Source: an optimization exercise on an open RTL-to-GDS flow (aim: small area, a short achievable clock period and few clock cycles). Production flows keep margins and buffers that such runs may drop. In this exercise RTL edits were held to simulation tests only and were not proved equivalent to the original.

## lane 1
## frigate_cpu
module frigate_cpu (
	input  wire        clk,
	input  wire        rst_n,
	output wire [31:0] i_haddr,
	output wire [1:0]  i_htrans,
	output wire [2:0]  i_hsize,
	output wire [3:0]  i_hprot,
	input  wire        i_hready,
	input  wire [31:0] i_hrdata,
	output wire [31:0] d_haddr,
	output wire        d_hwrite,
	output wire [1:0]  d_htrans,
	output wire [2:0]  d_hsize,
	output wire [3:0]  d_hprot,
	output wire        d_hexcl,
	input  wire        d_hready,
	input  wire        d_hexokay,
	output wire [31:0] d_hwdata,
	input  wire [31:0] d_hrdata
);
wire pwrup_req;
wire unblock_out;
wire [2:0]  i_hburst_unused;
wire        i_hmastlock_unused;
wire [7:0]  i_hmaster_unused;
wire        i_hwrite_unused;
wire [31:0] i_hwdata_unused;
wire [2:0]  d_hburst_unused;
wire        d_hmastlock_unused;
wire [7:0]  d_hmaster_unused;
hazard3_cpu_2port #(
	.RESET_VECTOR    (32'h0000_0040),
	.MTVEC_INIT      (32'h0000_0000),
	.CSR_M_MANDATORY (1),
	.CSR_M_TRAP      (1),
	.DEBUG_SUPPORT   (0),
	.NUM_IRQS        (64),
	.RESET_REGFILE   (1),
	.MUL_FAST        (1),
	.MUL_FASTER      (1),
	.BRANCH_PREDICTOR (1),
	.MULDIV_UNROLL   (2)
) cpu (
	.clk                        (clk),
	.clk_always_on              (clk),
	.rst_n                      (rst_n),
	.pwrup_req                  (pwrup_req),
	.pwrup_ack                  (pwrup_req),
	.clk_en                     (),
	.unblock_out                (unblock_out),
	.unblock_in                 (unblock_out),
	.i_haddr                    (i_haddr),
	.i_hwrite                   (i_hwrite_unused),
	.i_htrans                   (i_htrans),
	.i_hsize                    (i_hsize),
	.i_hburst                   (i_hburst_unused),
	.i_hprot                    (i_hprot),
	.i_hmastlock                (i_hmastlock_unused),
	.i_hmaster                  (i_hmaster_unused),
	.i_hready                   (i_hready),
	.i_hresp                    (1'b0),
	.i_hwdata                   (i_hwdata_unused),
	.i_hrdata                   (i_hrdata),
	.d_haddr                    (d_haddr),
  ...
clock: 20.0 ns
lec_check: 0
cap_margin: 20
core_margin: 2
core_utilization: 40
slew_margin: 20
standard.sh (not shown) runs the stock make flow with config.mk's settings and CLKGATE_MAP_FILE= SYNTH_SCRIPT=/design/flow/synth_recipe.tcl, a recipe that flattens the netlist after the stock synthesis.
==> flow/flow/run.sh <==
#!/bin/bash
set -euo pipefail
MARGIN=10
bash standard.sh synth > synth.log 2>&1
bash standard.sh SETUP_SLACK_MARGIN=$MARGIN finish > layout.log 2>&1

drv_ok() {
	python3 - "$1" <<'PY'
import json, sys
r = json.load(open(sys.argv[1]))
bad = r.get("finish__timing__drv__max_slew", 0) or r.get("finish__timing__drv__max_cap", 0)
sys.exit(1 if bad else 0)
PY
}

REPORT=orfs/logs/sky130hd/frigate_cpu/base/6_report.json
n=1
for density in 0.64 0.56; do
	if drv_ok $REPORT; then
		break
	fi
	n=$((n + 1))
	bash standard.sh clean_floorplan clean_place clean_cts clean_route clean_finish > clean$n.log 2>&1
	bash standard.sh SETUP_SLACK_MARGIN=$MARGIN PLACE_DENSITY=$density finish > layout$n.log 2>&1
done
Testbench counts of lane 1, summed over its fixed seeds: cycles 609,054.
Edits applied to the flow inputs when going from lane 1 to lane 2:
- swapping 40 for 50 in CORE_UTILIZATION
==> flow/flow/run.sh <==
#!/bin/bash
set -euo pipefail
bash standard.sh synth > synth.log 2>&1
bash standard.sh SETUP_SLACK_MARGIN=11 finish > layout.log 2>&1
Notes after the runs:
- Looking across lane 1 and lane 2, the single run that reached the end with no open violations was lane 1.
- | lane 2 | all stages done | FAIL | capacitance limit, slew limit |
- Between lane 2 and lane 1, the fraction of area in clock buffers and inverters figures differ only marginally.
- Run comparison: lane 1 worst setup path endpoint i_haddr[25]; lane 2 worst setup path endpoint i_haddr[30]
- Diff lane 2..lane 1 | minimum hold slack | negligible
- Lane 2 -> lane 1: remaining antenna violation count after routing delta 0, exact match
- Number of rows created at floorplan for lane 2 is lower than for lane 1.

Setup of run 1:
frigate_cpu again, from the RTL that the note above started with.
export LEC_CHECK = 0
export CAP_MARGIN = 20
export CORE_MARGIN = 2
export CORE_UTILIZATION = 50
export SLEW_MARGIN = 20
create_clock -name core_clock -period 20.0 [get_ports {clk}]
==> flow/flow/run.sh <==
#!/bin/bash
set -euo pipefail
MARGIN=11
bash standard.sh synth > synth.log 2>&1
bash standard.sh SETUP_SLACK_MARGIN=$MARGIN finish > layout.log 2>&1

drv_ok() {
	python3 - "$1" <<'PY'
import json, sys
r = json.load(open(sys.argv[1]))
bad = r.get("finish__timing__drv__max_slew", 0) or r.get("finish__timing__drv__max_cap", 0)
sys.exit(1 if bad else 0)
PY
}

REPORT=orfs/logs/sky130hd/frigate_cpu/base/6_report.json
n=1
for density in 0.64 0.56; do
	if drv_ok $REPORT; then
		break
	fi
	n=$((n + 1))
	bash standard.sh clean_floorplan clean_place clean_cts clean_route clean_finish > clean$n.log 2>&1
	bash standard.sh SETUP_SLACK_MARGIN=$MARGIN PLACE_DENSITY=$density finish > layout$n.log 2>&1
done
Testbench counts of run 1, summed over its fixed seeds: cycles 609,054.
The inputs of run 2 differ from those of run 1 as listed below.
Settings: CORE_UTILIZATION now 40, was 50.
==> run notes <==
Result: PASS for each of run 2 and run 1. Number of global-route vias before repair of run 2 falls short of that of run 1 slightly. [compare] base=run 1 new=run 2: wire length down 0.31%, worst setup slack decreased 0.24 ns.
Edits applied to the flow inputs when going from run 2 to run 3:
-- flow/flow/run.sh --
<<< run 2, line 2
set -euo pipefail
MARGIN=11
bash standard.sh synth > synth.log 2>&1
>>> run 3, line 2
set -euo pipefail
MARGIN=11.5
bash standard.sh synth > synth.log 2>&1
--- outcome ---
Total standard cell area after synthesis: run 3 vs run 2 identical. Going from run 2 to run 3, delay of the slowest cell on the worst path -0.02 ns; cell area after layout saw an increase.

separate check: timing with driven ports:
In the flow no input, the clock included, has a driving cell. The finished layouts below were timed again as built, in two steps.
Step 1 assumes that a clkbuf_16 drives the clock port and a buf_2 every other input.
Step 2, shift: input delay + t, output delay - t, t = (earliest + latest rising clock arrival at the registers) / 2. This alone moves slack from input paths to output paths.
Slacks: ideal / step 1 / step 2; pairs: ideal / step 1.
run | t (ns) | setup slack, ns | worst hold slack (ns)
lane 1 | 1.059 | 9.963 / 9.849 / 9.223 | 0.440 / 0.440 / 0.440
lane 2 | 1.041 | 10.187 / 10.093 / 10.046 | 0.441 / 0.441 / 0.441
run 1 | 1.057 | 10.391 / 10.282 / 9.977 | 0.402 / 0.402 / 0.402
run 2 | 1.046 | 10.147 / 10.028 / 9.916 | 0.457 / 0.457 / 0.457
run 3 | 1.023 | 10.361 / 10.261 / 10.336 | 0.470 / 0.470 / 0.470
The setup slack of lane 1, which loses most, moves by -0.114 ns with the drivers and by -0.740 ns with both steps.
